Source: an optimization exercise on an open RTL-to-GDS flow (aim: a short achievable clock period and few clock cycles). Production flows keep margins and buffers that such runs may drop.
The RTL of this run was laid out without a check of its function.
Power figures rest on the tool's default switching activity, not on a simulated workload.

### flow/run.sh
#!/bin/bash
# Standard ORFS layout, with timing repair aimed below the design's clock period.
set -euo pipefail
bash standard.sh SETUP_SLACK_MARGIN=7.6 finish > std_flow.log 2>&1
### standard.sh
#!/bin/bash
# synth_recipe.tcl (not shown) runs the flow's synth.tcl, then flattens the netlist and writes it again
# the make line also repeats each setting of config.mk as NAME=value (left out here)
make -C /OpenROAD-flow-scripts/flow DESIGN_CONFIG=/design/flow/config.mk WORK_HOME=/design/flow/orfs CLKGATE_MAP_FILE= SYNTH_SCRIPT=/design/flow/synth_recipe.tcl "${@:-finish}"
### design.v
`default_nettype none
module processor( input         clk, reset,
                  output [31:0] pc,
                  input  [31:0] instruction,
                  output        WE,
                  output [31:0] address_to_mem,
                  output [31:0] data_to_mem,
                  input  [31:0] data_from_mem
                );
    reg  [31:0] pc_r;
    reg  [31:0] regs [1:31];
    reg         x_v;
    reg  [31:0] x_pc, x_pc4, x_imm, x_rv1, x_rv2;
    reg  [4:0]  x_rd;
    reg         x_wr, x_use1, x_use2;
    reg         x_hM1, x_hL1, x_hM2, x_hL2;       
    reg         x_hS1, x_hO1, x_hS2, x_hO2;       
    reg         x_ld, x_st, x_br, x_jalr, x_lui, x_pt;
    reg         x_sub, x_useimm, x_sel_sum, x_sel_and, x_sel_srl, x_sel_fl;
    reg         x_beq, x_blt;
    reg         m_v;
    reg  [31:0] m_sum, m_oth;
    reg         m_issum;
    reg  [4:0]  m_rd;
    reg         m_wr, m_ld;
    reg  [31:0] ar_r, dr_r;
    reg         we_r;
    reg         l_v;
    reg  [4:0]  l_rd;
    reg  [31:0] l_val;
    assign pc = pc_r;
    assign address_to_mem = ar_r;
    assign data_to_mem = dr_r;
    assign WE = we_r;
    wire [31:0] ins = instruction;
    wire [6:0]  op  = ins[6:0];
    wire [2:0]  f3  = ins[14:12];
    wire [4:0]  f_rs1 = ins[19:15];
    wire [4:0]  f_rs2 = ins[24:20];
    wire [4:0]  f_rd  = ins[11:7];
    wire f_op   = op == 7'b0110011;
    wire f_opi  = op == 7'b0010011;
    wire f_ld   = op == 7'b0000011;
    wire f_st   = op == 7'b0100011;
    wire f_br   = op == 7'b1100011;
    wire f_lui  = op == 7'b0110111;
    wire f_jal  = op == 7'b1101111;
    wire f_jalr = op == 7'b1100111;
    wire f_fl   = op == 7'b0001011;
    wire [31:0] immI = {{20{ins[31]}}, ins[31:20]};
    wire [31:0] immS = {{20{ins[31]}}, ins[31:25], ins[11:7]};
    wire [31:0] immB = {{19{ins[31]}}, ins[31], ins[7], ins[30:25], ins[11:8], 1'b0};
    wire [31:0] immU = {ins[31:12], 12'b0};
    wire [31:0] immJ = {{11{ins[31]}}, ins[31], ins[19:12], ins[20], ins[30:21], 1'b0};
    wire [31:0] f_imm = f_st ? immS : f_br ? immB : f_lui ? immU : f_jal ? immJ : immI;
    wire [31:0] f_rv1 = (f_rs1 == 5'd0) ? 32'b0 : regs[f_rs1];
    wire [31:0] f_rv2 = (f_rs2 == 5'd0) ? 32'b0 : regs[f_rs2];
    wire [31:0] pc4 = pc_r + 32'd4;
    wire        f_bneg = f_br & ins[31];
    wire        f_spred = f_bneg | f_jal;
    wire [13:0] bsum = {1'b0, pc_r[12:0]} + {1'b0, immB[12:0]};
    wire [18:0] pcb_hi = pc_r[31:13];
    wire [18:0] pcb_hm = pc_r[31:13] - 19'd1;
    wire [31:0] btgt = {bsum[13] ? pcb_hi : pcb_hm, bsum[12:0]};
    wire [21:0] jsum = {1'b0, pc_r[20:0]} + {1'b0, immJ[20:0]};
    wire [10:0] pcj_hi = pc_r[31:21];
    wire [10:0] pcj_hp = pc_r[31:21] + 11'd1;
    wire [10:0] pcj_hm = pc_r[31:21] - 11'd1;
    wire [10:0] jhi = ins[31] ? (jsum[21] ? pcj_hi : pcj_hm) : (jsum[21] ? pcj_hp : pcj_hi);
    wire [31:0] jtgt = {jhi, jsum[20:0]};
    wire [31:0] f_stgt = f_jal ? jtgt : btgt;
    wire [31:0] A = ({32{x_hS1}} & m_sum) | ({32{x_hO1}} & m_oth) | ({32{x_hL1}} & l_val) |
                    ({32{~(x_hM1 | x_hL1)}} & x_rv1);
    wire [31:0] B = ({32{x_hS2}} & m_sum) | ({32{x_hO2}} & m_oth) | ({32{x_hL2}} & l_val) |
                    ({32{~(x_hM2 | x_hL2)}} & x_rv2);
    wire stall = x_v & m_ld & ((x_use1 & x_hM1) | (x_use2 & x_hM2 & ~x_st));
    wire [31:0] sdata = (x_hM2 & m_ld) ? data_from_mem : B;
    wire [31:0] bsrc = x_useimm ? x_imm : B;
    wire [31:0] sum = A + (x_sub ? ~bsrc : bsrc) + {31'b0, x_sub};
    wire [31:0] and_r = A & B;
    wire [31:0] srl_r = A >> B[4:0];
    wire [7:0]  flx = A[30:23] - 8'd127;
    wire [31:0] fl_r = {{24{A[30:23] < 8'd127}}, flx};
    wire [31:0] early = x_lui ? x_imm : x_pc4;
    wire [31:0] oth = x_sel_and ? and_r : x_sel_srl ? srl_r : x_sel_fl ? fl_r : early;
    wire x_eq = A == B;
    wire x_lt = $signed(A) < $signed(B);
    wire x_z  = ~|((A ^ B) ^ {(A[30:0] | B[30:0]), 1'b0});
    wire x_taken = x_beq ? x_eq : x_blt ? x_lt : x_z;
    wire [31:0] jcy = (A & x_imm) | ((A | x_imm) & ~x_pc4);
    wire x_jfall = ~|((A ^ x_imm ^ x_pc4) ^ {jcy[30:0], 1'b0});
    wire [31:0] x_tgt = x_pc + x_imm;
    wire xgo = x_v & ~stall;
    wire redir_t  = xgo & x_br & ~x_pt;           
    wire redir_nt = xgo & x_br & x_pt;            
    wire redir_jr = xgo & x_jalr & ~x_jfall;
    wire tk = x_taken;
    wire xredir = redir_jr | (tk ? redir_t : redir_nt);
    wire [31:0] xtgt = x_jalr ? sum : (tk ? x_tgt : x_pc4);
    wire [31:0] seq_pc = stall ? pc_r : f_spred ? f_stgt : pc4;
    wire [31:0] pc_next = xredir ? xtgt : seq_pc;
    wire xv_next = ~xredir & (x_v | ~stall);
    wire [31:0] wdata = m_ld ? data_from_mem : m_issum ? m_sum : m_oth;
    always @(posedge clk or posedge reset) begin
        if (reset) begin
            pc_r <= 32'b0;
            x_v <= 1'b0; m_v <= 1'b0; l_v <= 1'b0; we_r <= 1'b0;
        end else begin
            pc_r <= pc_next;
            x_v <= xv_next;
            m_v <= xgo;
            we_r <= xgo & x_st;
            l_v <= m_v & m_wr;
        end
    end
    always @(posedge clk) begin
        if (m_v & m_wr) regs[m_rd] <= wdata;
        l_rd <= m_rd;
        l_val <= wdata;
        if (stall) begin
            x_rv1 <= A;  x_rv2 <= B;
            x_hM1 <= 1'b0; x_hL1 <= x_hM1; x_hS1 <= 1'b0; x_hO1 <= 1'b0;
            x_hM2 <= 1'b0; x_hL2 <= x_hM2; x_hS2 <= 1'b0; x_hO2 <= 1'b0;
        end else begin
            x_pc <= pc_r; x_pc4 <= pc4; x_imm <= f_imm;
            x_rv1 <= f_rv1; x_rv2 <= f_rv2;
            x_hM1 <= x_v & x_wr & (x_rd == f_rs1);
            x_hM2 <= x_v & x_wr & (x_rd == f_rs2);
            x_hS1 <= x_v & x_wr & x_sel_sum & ~x_ld & (x_rd == f_rs1);
            x_hS2 <= x_v & x_wr & x_sel_sum & ~x_ld & (x_rd == f_rs2);
            x_hO1 <= x_v & x_wr & ~x_sel_sum & ~x_ld & (x_rd == f_rs1);
            x_hO2 <= x_v & x_wr & ~x_sel_sum & ~x_ld & (x_rd == f_rs2);
            x_hL1 <= m_v & m_wr & (m_rd == f_rs1) & ~(x_v & x_wr & (x_rd == f_rs1));
            x_hL2 <= m_v & m_wr & (m_rd == f_rs2) & ~(x_v & x_wr & (x_rd == f_rs2));
            x_rd <= f_rd;
            x_wr <= (f_op | f_opi | f_ld | f_lui | f_jal | f_jalr | f_fl) & (f_rd != 5'd0);
            x_use1 <= (f_op | f_opi | f_ld | f_st | f_br | f_jalr | f_fl) & (f_rs1 != 5'd0);
            x_use2 <= (f_op | f_st | f_br) & (f_rs2 != 5'd0);
            x_ld <= f_ld; x_st <= f_st; x_br <= f_br; x_jalr <= f_jalr; x_lui <= f_lui;
            x_pt <= f_bneg;
            x_sub <= f_op & (f3 == 3'b000) & (ins[31:30] == 2'b01);
            x_useimm <= f_opi | f_ld | f_st | f_jalr;
            x_sel_sum <= f_opi | f_ld | f_st | (f_op & (f3 != 3'b111) & (f3 != 3'b101));
            x_sel_and <= f_op & (f3 == 3'b111);
            x_sel_srl <= f_op & (f3 == 3'b101);
            x_sel_fl <= f_fl;
            x_beq <= f3 == 3'b000;
            x_blt <= f3 == 3'b100;
        end
        m_sum <= sum; m_oth <= oth; m_issum <= x_sel_sum;
        m_rd <= x_rd; m_wr <= x_wr; m_ld <= x_ld;
        ar_r <= sum;
        dr_r <= sdata;
    end
endmodule
`default_nettype wire
### constraint.sdc
create_clock -name core_clock -period 11.0 [get_ports {clk}]
set_input_delay 2.2000 -clock core_clock [delete_from_list [all_inputs] [get_ports {clk}]]
set_output_delay 2.2000 -clock core_clock [all_outputs]
set_load 0.01 [all_outputs]
### config.mk
export PLATFORM = sky130hd
export DESIGN_NAME = processor
export DESIGN_NICKNAME = processor
export VERILOG_FILES = /design/flow/design.v
export SDC_FILE = /design/flow/constraint.sdc
export NUM_CORES = 4
export LEC_CHECK = 0
export CAP_MARGIN = 20
export CORE_MARGIN = 2
export CORE_UTILIZATION = 40
export SLEW_MARGIN = 20
==> results.cfg <==
[clock_network]
htree_levels = 4
cts.sinks = 1351
holdBufCountCts = 0
insertion_delay_ps = 820
cts_buffers = 146
cts.clk_slew.worst_paths_ps = 60
cts-root-buf = clkbuf_16
cts_tree = done
cts_buffer_depth = 3

[sta]
slew_headroom_pct = 23.2
hold_viol = 0
holdWs_ps = 482
rsz0062_at_grt = true
skew_ps = 40.2
worstMarginPinSlew_ps = 1150
max_clock_freq_mhz = 215
finalCritPeriodShare_pct = 42.4
slew_violations = 0
min_period_ps = 4660
tns_ps = 0
setup_viol = 0

[yosys]
yosysTopAreaCell = edfxtp_1
ys_top_cells_by_count = 1108 x edfxtp_1, 542 x nor2_1, 510 x mux2i_1
ys_types = 91
synth_nets = 5816
ys_warn_count = 1
synth_edf_count = 1108
synth_top_family_by_area = multiplexers
async_reset_ff_share_pct = 2.59
synth_seq_cells = 1351
synth_flop_cell = edfxtp_1
netlist_top_cells_area = edfxtp_1 46%, mux4_2 13%, mux2i_1 7.1%, dfxtp_1 5.8%, ha_1 3.3%
synthSimpleGateAreaFrac_pct = 6.69
syn_inst = 5526
syn_avg_cell_area_sq_um = 13.1
synth_most_common_cell = edfxtp_1
yosysSeqAreaShare_pct = 53.0
synth_top_area_share_pct = 46.0
synthAdderAreaFrac_pct = 4.23
synth_xor_area_share_pct = 2.80
synth_mux_area_share_pct = 19.8
synth_compound_area_share_pct = 10.7
syn_area_sq_mm = 0.0723

[drt]
wl_per_cell_um = 36.2
drc = 0
vias = 57100
drt-total-wl_um = 312000
first_pass_iters = 10
drt_iter0_markers = 8515
avgViaCountPerCell = 6.61
ant_nets = 0

[placed_design]
dpl-instance-area_sq_mm = 0.0776
gp_congestion = 1.00
dpl.cell_count = 7803
place_hpwl_um = 174000
port_buffers = 162

[critical_path]
r2r_slack_ps = 6340
crit_path_end_kind = flop
worstPathRequired_ps = 11690
critical_path_arrival_ps = 5350
worst_r2r_endpoint = pc_r[0]$_DFFE_PP0P_
worstSetupStartpointType = flop
rr_startpoint = x_hL2$_DFF_P_
crit_end = pc_r[0]$_DFFE_PP0P_
path_class = flop to flop
startpoint = x_hL2$_DFF_P_
reg2reg_depth = 18
cp_max_fo = 17

[layout]
final_cells = 8641
drive_above_1_share_pct = 32.6
synthToLayoutAreaGrowth_pct = 28.9
final_cell_area_sq_mm = 0.0932
finalNetCount = 6433

[floorplan]
die-area_sq_mm = 0.184
fp.dieW_um = 429
rows = 156
start_util_pct = 40.1
io_pins = 163
core_sq_mm = 0.180
die_y_um = 429

[global_routing]
grt_first_pass_wirelength_um = 418000
grt_pass1_vias = 53900
overflow = 0
grt_max_degree = 73
antenna_found_initial = 8
track_usage_pct = 32.2

[power_and_ir_drop]
peakVddDrop_mv = 0.184
powerDensity_mw_per_mm2 = 193
p_leak_nw = 34.0
power_w = 0.0180

[worst_hold_path]
holdCritPathClass = flop to flop

[outcome]
outcome = no timing/DRC/antenna violations

[job]
drv_cap = 0
==> logic make-up (layout without fill, tap and decap cells) <==
| group | Yosys count | count (layout) |
|---|---|---|
| xor gates and xnor gates | 231 | 231 |
| adders and majority gates | 225 | 225 |
| buffers and inverters | 529 | 1262 |
| AOI/OAI and AO/OA | 1170 | 1170 |
| and+or+nand+nor | 1095 | 1102 |
| muxes | 925 | 925 |
| other | 0 | 5 |
| DFF | 1351 | 1351 |
==> cell usage in the layout (no fill, tap or decap), types with 26 or more instances in the layout <==
cell and count:
a211oi_1 40, a21o_1 53, a21oi_1 303, a21oi_2 28, a222oi_1 40, buf_12 67, buf_16 81, buf_4 383
buf_6 165, bufbuf_16 28, clkbuf_1 29, clkbuf_16 175, clkdlybuf4s50_1 37, dfrtp_2 31, dfxtp_1 149, dfxtp_4 37
edfxtp_1 1108, fa_1 30, ha_1 158, ha_4 28, inv_1 114, mux2i_1 450, mux2i_2 28, mux2i_4 32
mux4_2 402, nand2_1 223, nand3_1 39, nand4_1 26, nor2_1 479, nor2_4 42, nor3_1 48, o21ai_0 119
o21ai_1 40, o21ai_2 31, o221ai_1 52, o22ai_1 126, xnor2_1 139, xor2_1 68
==> power by group <==
group | total, W | switching (W) | internal, W
Sequential | 0.00698 | 0.000514 | 0.00647
Clock | 0.00499 | 0.00218 | 0.00281
Combinational | 0.00600 | 0.00356 | 0.00243
Total | 0.0180 | 0.00626 | 0.0117
==> how the worst min path moves through the flow <==
| stage | startpoint | to | cells after the start |
|---|---|---|---|
| after floorplan | x_wr$_DFFE_PN_ | m_wr$_DFF_P_ | 0 |
| after global placement | x_rd[3]$_DFFE_PN_ | m_rd[3]$_DFF_P_ | 0 |
| after detailed placement | x_rd[3]$_DFFE_PN_ | m_rd[3]$_DFF_P_ | 0 |
| after CTS | x_rd[3]$_DFFE_PN_ | m_rd[3]$_DFF_P_ | 0 |
| after global routing | x_rd[4]$_DFFE_PN_ | m_rd[4]$_DFF_P_ | 0 |
| final | x_rd[3]$_DFFE_PN_ | m_rd[3]$_DFF_P_ | 0 |
==> through the flow <==
stage                     worst slack [ps]  util (%)
after floorplan                       6310         -
after global placement                4670      43.0
after detailed placement              4630      43.0
after CTS                             6450      49.8
after global routing                  6300      51.7
final                                 6340      51.7
==> critical path, cell delays in order, from the launching register on <==
cell and delay, ps:
dfxtp_4 360, buf_12 140, buf_4 210, a222oi_1 340
and2_4 260, ha_4 220, nor4_4 320, and3_4 250
a21boi_4 160, or4b_4 480, a31oi_4 250, a221oi_4 90
buf_6 160, buf_12 120, nor2_4 190, buf_12 210
mux2i_1 250, o21ai_0 170, mux2_4 300
==> routing by layer <==
layer | GRT usage [%] | vias up | routed length [um]
met5 | 0 | - | 13
met4 | 20.4 | 2 | 24400
met3 | 8.25 | 1090 | 37000
met2 | 50.1 | 4267 | 141000
met1 | 40.0 | 28800 | 110000
li1 | - | 22900 | -
==> final cells by class <==
type                       instances  area, sq um
antenna                            5         12.5
clock buffer                     190         4000
clock inverter                    81          792
fill                           14800        87000
inverter                         158          721
multi-input combinational       3653        35500
sequential                      1351        38500
tap                             2370         2970
timing repair buffer             832        10700
timing repair inverter             1         11.3
==> sequential cells by signal, indices dropped and copies added, names as in the netlist, 30 cells and up <==
signal and flops:
regs 992, ar_r 32, dr_r 32, l_val 32, m_oth 32, pc_r 32, x_imm 32, x_pc 32
x_rv1 32, x_rv2 32, x_pc4 30
==> timing repair <==
action / 4_1_cts / 5_1_grt
setup buffers: 284 / 166
gates resized for setup: 1151 / 355
pin swaps: 115 / 150
gates cloned: 81 / 31
setup endpoints to repair: 285 / 242

[port drivers added, routing unchanged]
How much do the figures lean on ideal ports? The routed layout below was timed once more, with nothing changed but the port constraints.
Step 1 sets driving cells, clkbuf_16 on the clock port and buf_2 on the other inputs (assumed; they add their load-dependent delay and slew).
Step 2 also shifts input and output timing later by t, the mid clock arrival at the registers, as if the neighbouring blocks saw the same clock.
Three values: no drivers, after step 1, after step 2; two values: the first two.
t, ns: 0.903
setup WS [ns]: 6.339 / 6.339 / 5.548
latest minus earliest clock arrival (ns): 0.044 / 0.045
worst register clock-pin slew, ns: 0.07 / 0.07
After both steps this run still meets setup and hold. The setup slack of this run moves by 0.000 ns with the drivers and by -0.791 ns with both steps.
